Background: an optimization exercise with open tools, aiming at small area, a short achievable clock period and few clock cycles. Do not read the settings as production practice.
Where RTL was checked, it was by simulation tests only, not by an equivalence proof against the original.
Power and IR drop assume default switching activity.

==> job 7216 <==
## np_read_req_gen
module np_read_req_gen(
    input         clk,
    input         rst,
    input         transferstart,
    input         rd_dma_start_one,
    input  [63:0] dmaras,
    input  [31:0] dmarad,
    input  [31:0] dmarxs,
    input         rd_TX_des_start_one,
    input  [63:0] TX_des_addr,
    input  [2:0]  read_req_size,
    input  [15:0] req_id,
    input  [31:0] completion_pending,
    output        ready,
    output        non_posted_fifo_wren,
    output [63:0] non_posted_fifo_data,
    output [4:0]  tx_waddr,
    output [31:0] tx_wdata,
    output        tx_we
    );
==> module np_read_req_gen, before the edit <==
module np_read_req_gen(
    input         clk,
    input         rst,
    input         transferstart,
    input         rd_dma_start_one,
    input  [63:0] dmaras,
    input  [31:0] dmarad,
    input  [31:0] dmarxs,
    input         rd_TX_des_start_one,
    input  [63:0] TX_des_addr,
    input  [2:0]  read_req_size,
    input  [15:0] req_id,
    input  [31:0] completion_pending,
    output        ready,
    output        non_posted_fifo_wren,
    output [63:0] non_posted_fifo_data,
    output [4:0]  tx_waddr,
    output [31:0] tx_wdata,
    output        tx_we
    );
reg        rdy, s_calc, s_w1, s_w2;
reg        des;           
reg        last;          
reg        ok;            
reg        fmt;           
reg [63:2] a;             
reg [27:2] d;             
reg [31:2] n;             
reg [12:2] fkb;           
reg [12:2] L;             
reg [4:0]  T;             
wire start_dma = rdy & rd_dma_start_one;
wire start_des = rdy & rd_TX_des_start_one;
wire fire1 = s_w1 & ok;   
wire [12:2] R = 11'd1 << ({1'b0, read_req_size} + 4'd5);
wire nR = (n <= {19'd0, R});
wire nF = (n[31:13] == 19'd0) & (n[12:2] <= fkb);
wire FR = (fkb <= R);
wire lst = nR & nF;
wire [12:2] Lnx = lst ? n[12:2] : (FR ? fkb : R);
wire [12:2] lo_sum = {1'b0, a[11:2]} + {1'b0, L[11:2]};
wire        inc = lo_sum[12] | L[12];
wire [63:12] hi_sum = a[63:12] + {51'd0, inc};
wire        c32 = inc & (&a[31:12]);
wire [63:0] ld_addr = rd_dma_start_one ? dmaras : TX_des_addr;
always @(posedge clk) begin
    if (rst) begin
        rdy <= 1'b1;
        s_calc <= 1'b0;
        s_w1 <= 1'b0;
        s_w2 <= 1'b0;
    end else begin
        if (start_dma) begin
            rdy <= 1'b0;
            s_calc <= 1'b1;
        end else if (start_des) begin
            rdy <= 1'b0;
            s_w1 <= 1'b1;
        end
        if (s_calc) begin
            s_calc <= 1'b0;
            if (transferstart) s_w1 <= 1'b1;
            else rdy <= 1'b1;
        end
        if (s_w1) begin
            if (ok) begin
                s_w1 <= 1'b0;
                s_w2 <= 1'b1;
            end else if (!transferstart) begin
                s_w1 <= 1'b0;
                rdy <= 1'b1;
            end
        end
        if (s_w2) begin
            s_w2 <= 1'b0;
            if (last | ~transferstart) rdy <= 1'b1;
            else s_w1 <= 1'b1;
        end
    end
end
always @(posedge clk) begin
    if (s_w2) T <= T + 5'd1;
    ok <= ~completion_pending[s_w2 ? T + 5'd1 : T];
    if (start_dma | start_des) begin
        a <= ld_addr[63:2];
        fmt <= |ld_addr[63:32];
    end else if (s_w2) begin
        a <= {hi_sum, lo_sum[11:2]};
        if (c32) fmt <= ~(&a[63:32]);
    end
    if (start_dma) d <= dmarad[27:2];
    else if (s_w2) d <= d + {15'd0, L};
    if (start_dma | start_des) des <= start_des;
    if (start_dma) begin
        n <= dmarxs[31:2];
        fkb <= 11'd1024 - {1'b0, dmaras[11:2]};
    end else if (fire1) begin
        n <= n - {19'd0, L};
        fkb <= (fkb == L) ? 11'd1024 : fkb - L;
    end
    if (start_des) begin
        L <= 11'd8;
        last <= 1'b1;
    end else if (s_calc | s_w2) begin
        L <= Lnx;
        last <= lst;
    end else if (s_w1 & ~transferstart) begin
        last <= 1'b1;
    end
end
wire [63:0] word1 = {1'b0, 1'b0, fmt, 5'b0, 1'b0, 3'b0, 4'b0, 1'b0, 1'b0, 2'b00, 2'b00,
                     L[11:2], req_id, 3'b000, T, 4'hF, 4'hF};
wire [63:0] word2 = fmt ? {a[63:2], 2'b00} : {a[31:2], 2'b00, 32'h0};
assign ready = rdy;
assign non_posted_fifo_wren = fire1 | s_w2;
assign non_posted_fifo_data = s_w2 ? word2 : word1;
assign tx_we = s_w2;
assign tx_waddr = T;
assign tx_wdata = {des, 9'b0, d[27:6]};
endmodule
Settings: LEC_CHECK=0, CAP_MARGIN=20, CORE_MARGIN=2, CORE_UTILIZATION=40, PLACE_DENSITY=0.6, SLEW_MARGIN=20; clock period 4.5 ns.
run.sh (not shown) runs the stock make flow with config.mk's settings and CLKGATE_MAP_FILE= SYNTH_SCRIPT=/design/flow/synth_recipe.tcl, a recipe that flattens the netlist after the stock synthesis.
==> inputs of job 4466, as changes to job 7216 <==
==> flow/design.v (replaced) <==
`timescale 1ns / 1ps
module np_read_req_gen(
    input         clk,
    input         rst,
    input         transferstart,
    input         rd_dma_start_one,
    input  [63:0] dmaras,
    input  [31:0] dmarad,
    input  [31:0] dmarxs,
    input         rd_TX_des_start_one,
    input  [63:0] TX_des_addr,
    input  [2:0]  read_req_size,
    input  [15:0] req_id,
    input  [31:0] completion_pending,
    output        ready,
    output        non_posted_fifo_wren,
    output [63:0] non_posted_fifo_data,
    output [4:0]  tx_waddr,
    output [31:0] tx_wdata,
    output        tx_we
    );
function [11:0] add11(input [10:0] x, input [10:0] y, input cin);
    reg [10:0] g, p, G, P;
    integer l, i, j;
    begin
        g = x & y;
        p = x ^ y;
        G = g;
        P = p;
        G[0] = g[0] | (p[0] & cin);
        for (l = 0; l < 4; l = l + 1)
            for (i = 0; i < 11; i = i + 1)
                if (i & (1 << l)) begin
                    j = ((i >> l) << l) - 1;
                    G[i] = G[i] | (P[i] & G[j]);
                    P[i] = P[i] & P[j];
                end
        add11 = {G[10], p ^ {G[9:0], cin}};
    end
endfunction
function [51:0] pand52(input [51:0] x);
    reg [51:0] s;
    integer l, i, j;
    begin
        s = x;
        for (l = 0; l < 6; l = l + 1)
            for (i = 0; i < 52; i = i + 1)
                if (i & (1 << l)) begin
                    j = ((i >> l) << l) - 1;
                    s[i] = s[i] & s[j];
                end
        pand52 = s;
    end
endfunction
function le11(input [10:0] x, input [10:0] y);
    reg [11:0] r;
    begin
        r = add11(y, ~x, 1'b1);    
        le11 = r[11];
    end
endfunction
reg        rdy, s_calc, s_w1, s_w2;
reg        des;           
reg        last;          
reg        ok;            
reg        fmt;           
reg        inc;           
reg [63:2] a;             
reg [27:2] d;             
reg [31:2] n;             
reg [12:2] fkb;           
reg [12:2] L;             
reg [4:0]  T;             
reg        wren;
reg [63:0] data;
wire start_dma = rdy & rd_dma_start_one;
wire start_des = rdy & rd_TX_des_start_one;
wire fire1 = s_w1 & ok;   
wire [12:2] R = 11'd1 << ({1'b0, read_req_size} + 4'd5);
reg nR, FR;
integer k;
always @(*) begin
    nR = 1'b0;
    FR = 1'b0;
    for (k = 0; k < 6; k = k + 1)
        if (read_req_size == k) begin
            nR = ((n & ~((30'd2 << (k + 5)) - 30'd1)) == 30'd0)
               & (((n & (30'd1 << (k + 5))) == 30'd0) | ((n & ((30'd1 << (k + 5)) - 30'd1)) == 30'd0));
            FR = ((fkb & ~((11'd2 << (k + 5)) - 11'd1)) == 11'd0)
               & (((fkb & (11'd1 << (k + 5))) == 11'd0) | ((fkb & ((11'd1 << (k + 5)) - 11'd1)) == 11'd0));
        end
end
wire nF = (n[31:13] == 19'd0) & le11(n[12:2], fkb);
wire lst = nR & nF;
wire [12:2] Lnx = lst ? n[12:2] : (FR ? fkb : R);
wire s_calc_d = ~rst & start_dma;
wire s_w1_d = ~rst & (start_des | (transferstart & (s_calc | (s_w1 & ~ok) | (s_w2 & ~last))));
wire s_w2_d = ~rst & fire1;
wire rdy_d = rst | (rdy & ~rd_dma_start_one & ~rd_TX_des_start_one)
           | (~transferstart & (s_calc | (s_w1 & ~ok))) | (s_w2 & (last | ~transferstart));
wire [12:2] L_d = start_des ? 11'd8 : (s_calc | s_w2) ? Lnx : L;
wire [4:0] T_d = s_w2 ? T + 5'd1 : T;
wire ok_d = ~completion_pending[T_d];
wire [11:0] lo_sum = add11({1'b0, a[11:2]}, {1'b0, L[11:2]}, 1'b0);
wire [51:0] hi_all = pand52(a[63:12]);
wire [63:12] hi_sum = a[63:12] ^ ({hi_all[50:0], 1'b1} & {52{inc}});
wire c32 = inc & hi_all[19];
wire [63:0] ld_addr = rd_dma_start_one ? dmaras : TX_des_addr;
wire ld_fmt = |ld_addr[63:32];
wire fmt_d = start_dma | start_des ? ld_fmt
           : (s_w2 & c32) ? ~hi_all[51] : fmt;
wire [11:0] d_lo = add11(d[12:2], L, 1'b0);
wire [14:0] d_hiall = pand52({37'd0, d[27:13]});
wire [27:13] d_hi = d[27:13] ^ ({d_hiall[13:0], 1'b1} & {15{d_lo[11]}});
wire [11:0] n_lo = add11(n[12:2], ~L, 1'b1);            
wire [18:0] n_hiz = pand52({33'd0, ~n[31:13]});
wire [31:13] n_hi = n[31:13] ^ ({n_hiz[17:0], 1'b1} & {19{~n_lo[11]}});
wire [11:0] f_lo = add11(fkb, ~L, 1'b1);
wire [11:0] f0 = add11(11'd0, {1'b0, ~dmaras[11:2]}, 1'b1);  
wire [63:0] word1_d = {1'b0, 1'b0, fmt_d, 5'b0, 1'b0, 3'b0, 4'b0, 1'b0, 1'b0, 2'b00, 2'b00,
                       L_d[11:2], req_id, 3'b000, T_d, 4'hF, 4'hF};
wire [63:0] word2_d = fmt ? {a[63:2], 2'b00} : {a[31:2], 2'b00, 32'h0};
always @(posedge clk) begin
    rdy <= rdy_d;
    s_calc <= s_calc_d;
    s_w1 <= s_w1_d;
    s_w2 <= s_w2_d;
    wren <= s_w2_d | (s_w1_d & ok_d);
    data <= fire1 ? word2_d : word1_d;
    T <= T_d;
    ok <= ok_d;
    L <= L_d;
    fmt <= fmt_d;
    if (start_dma | start_des) a <= ld_addr[63:2];
    else if (s_w2) a <= {hi_sum, lo_sum[9:0]};
    if (fire1) inc <= lo_sum[10] | L[12];
    if (start_dma) d <= dmarad[27:2];
    else if (s_w2) d <= {d_hi, d_lo[10:0]};
    if (start_dma | start_des) des <= start_des;
    if (start_dma) begin
        n <= dmarxs[31:2];
        fkb <= f0[10:0];
    end else if (fire1) begin
        n <= {n_hi, n_lo[10:0]};
        fkb <= (f_lo[10:0] == 11'd0) ? 11'd1024 : f_lo[10:0];
    end
    if (start_des) last <= 1'b1;
    else if (s_calc | s_w2) last <= lst;
    else if (s_w1 & ~transferstart) last <= 1'b1;
end
assign ready = rdy;
assign non_posted_fifo_wren = wren;
assign non_posted_fifo_data = data;
assign tx_we = s_w2;
assign tx_waddr = T;
assign tx_wdata = {des, 9'b0, d[27:6]};
endmodule
==> flow/flow/run.sh (new file) <==
#!/bin/bash
# Standard layout, with small drive-2 buffers on the ports instead of the default delay buffers.
set -euo pipefail
export BUFFER_PORTS_ARGS="-buffer_cell sky130_fd_sc_hd__buf_2"
bash standard.sh > standard_flow.log 2>&1
==> flow/standard.sh (new file) <==
#!/bin/bash
# synth_recipe.tcl (not shown) runs the flow's synth.tcl, then flattens the netlist and writes it again
# the make line also repeats each setting of config.mk as NAME=value (left out here)
make -C /OpenROAD-flow-scripts/flow DESIGN_CONFIG=/design/flow/config.mk WORK_HOME=/design/flow/orfs CLKGATE_MAP_FILE= SYNTH_SCRIPT=/design/flow/synth_recipe.tcl "${@:-finish}"
removed: flow/run.sh
==> inputs of job 5345, as changes to job 7216 <==
==> flow/flow/run.sh (new file) <==
#!/bin/bash
# Standard layout, with small drive-2 buffers on the ports instead of the default delay buffers.
set -euo pipefail
export BUFFER_PORTS_ARGS="-buffer_cell sky130_fd_sc_hd__buf_2"
bash standard.sh > standard_flow.log 2>&1
==> flow/standard.sh (new file) <==
#!/bin/bash
# synth_recipe.tcl (not shown) runs the flow's synth.tcl, then flattens the netlist and writes it again
# the make line also repeats each setting of config.mk as NAME=value (left out here)
make -C /OpenROAD-flow-scripts/flow DESIGN_CONFIG=/design/flow/config.mk WORK_HOME=/design/flow/orfs CLKGATE_MAP_FILE= SYNTH_SCRIPT=/design/flow/synth_recipe.tcl "${@:-finish}"
- ABC_CLOCK_PERIOD_IN_PS: unset -> 2000
- SETUP_SLACK_MARGIN: unset -> 2.0
removed: flow/run.sh
==> qor summary <==
Global routing met2 resource utilization: job 5345 46.1%; job 4466 38.2%; job 7216 42.2%
Switch share: job 5345 39.8%; job 4466 36.7%; job 7216 36.9%
Total sequential power: job 5345 2.34 mW; job 4466 3.31 mW; job 7216 2.30 mW
Fraction of power consumed by the clock network: job 5345 21.0%; job 4466 24.6%; job 7216 23.1%
Power per cell area: job 5345 403 nW/um^2; job 4466 517 nW/um^2; job 7216 392 nW/um^2
Compound-cell area share of the yosys netlist: job 5345 15.4%; job 4466 12.2%; job 7216 15.4%
Arithmetic-cell share of the synthesized area counting full adders, half adders and majority gates: job 5345 8.31%; job 4466 7.56%; job 7216 8.31%
Crit-path max FO: job 5345 4; job 4466 5; job 7216 6
Max reg flops: job 5345 62; job 4466 63; job 7216 62
Min Clock Period, post-route: job 5345 3390 ps; job 4466 3430 ps; job 7216 4050 ps
Clk cell area share: job 5345 3.27%; job 4466 5.28%; job 7216 3.58%
CTS resizes: job 5345 182; job 4466 0; job 7216 0
Source-to-sink clock delay at the later pin of the worst-skew pair: job 5345 450 ps; job 4466 540 ps; job 7216 430 ps
Maximum number of pins on one net before global-route repair: job 5345 66; job 4466 73; job 7216 63
Reg2Reg Launch Point: job 5345 a[2]; job 4466 L[2]; job 7216 a[2]
Worst setup path startpoint: job 5345 a[2]; job 4466 L[2]; job 7216 a[2]
Area grow syn2layout: job 5345 40.2%; job 4466 20.6%; job 7216 32.5%
Clock skew: job 5345 18.1 ps; job 4466 11.1 ps; job 7216 19.0 ps
Antenna Diode Count: job 5345 2; job 4466 3; job 7216 1
Run status: job 5345 finished clean; job 4466 finished clean; job 7216 finished clean
Comb pwr: job 5345 3.41 mW; job 4466 3.11 mW; job 7216 2.83 mW
Testbench counts of job 7216, summed over its fixed seeds: cycles 52,910.
Testbench counts of job 5345, summed over its fixed seeds: cycles 52,910.
The RTL of job 4466 was laid out without a check of its function.

[separate check: timing with driven ports]
In the flow no input, the clock included, has a driving cell. The finished layouts below were timed again as built, in two steps.
Step 1 assumes that a clkbuf_16 drives the clock port and a buf_2 every other input.
Step 2 also shifts input and output timing later by t, the mid clock arrival at the registers, as if the neighbouring blocks saw the same clock.
Slacks: ideal ports / drivers / drivers and shift; pairs: ideal ports / drivers.
| run | t, ns | slack for setup (ns) | worst register clock-pin slew, ns | worst slew at a driven data input, ns | cell pins on the clock port's net |
|---|---|---|---|---|---|
| job 7216 | 0.466 | 0.453 / 0.453 / 0.389 | 0.07 / 0.07 | 0.09 | 1 |
| job 4466 | 0.585 | 1.067 / 1.067 / 0.829 | 0.06 / 0.06 | 0.07 | 1 |
| job 5345 | 0.484 | 1.105 / 1.105 / 1.105 | 0.08 / 0.08 | 0.07 | 1 |
After both steps every run listed still meets setup and hold. The setup slack of job 4466, which loses most, moves by 0.000 ns with the drivers and by -0.238 ns with both steps.
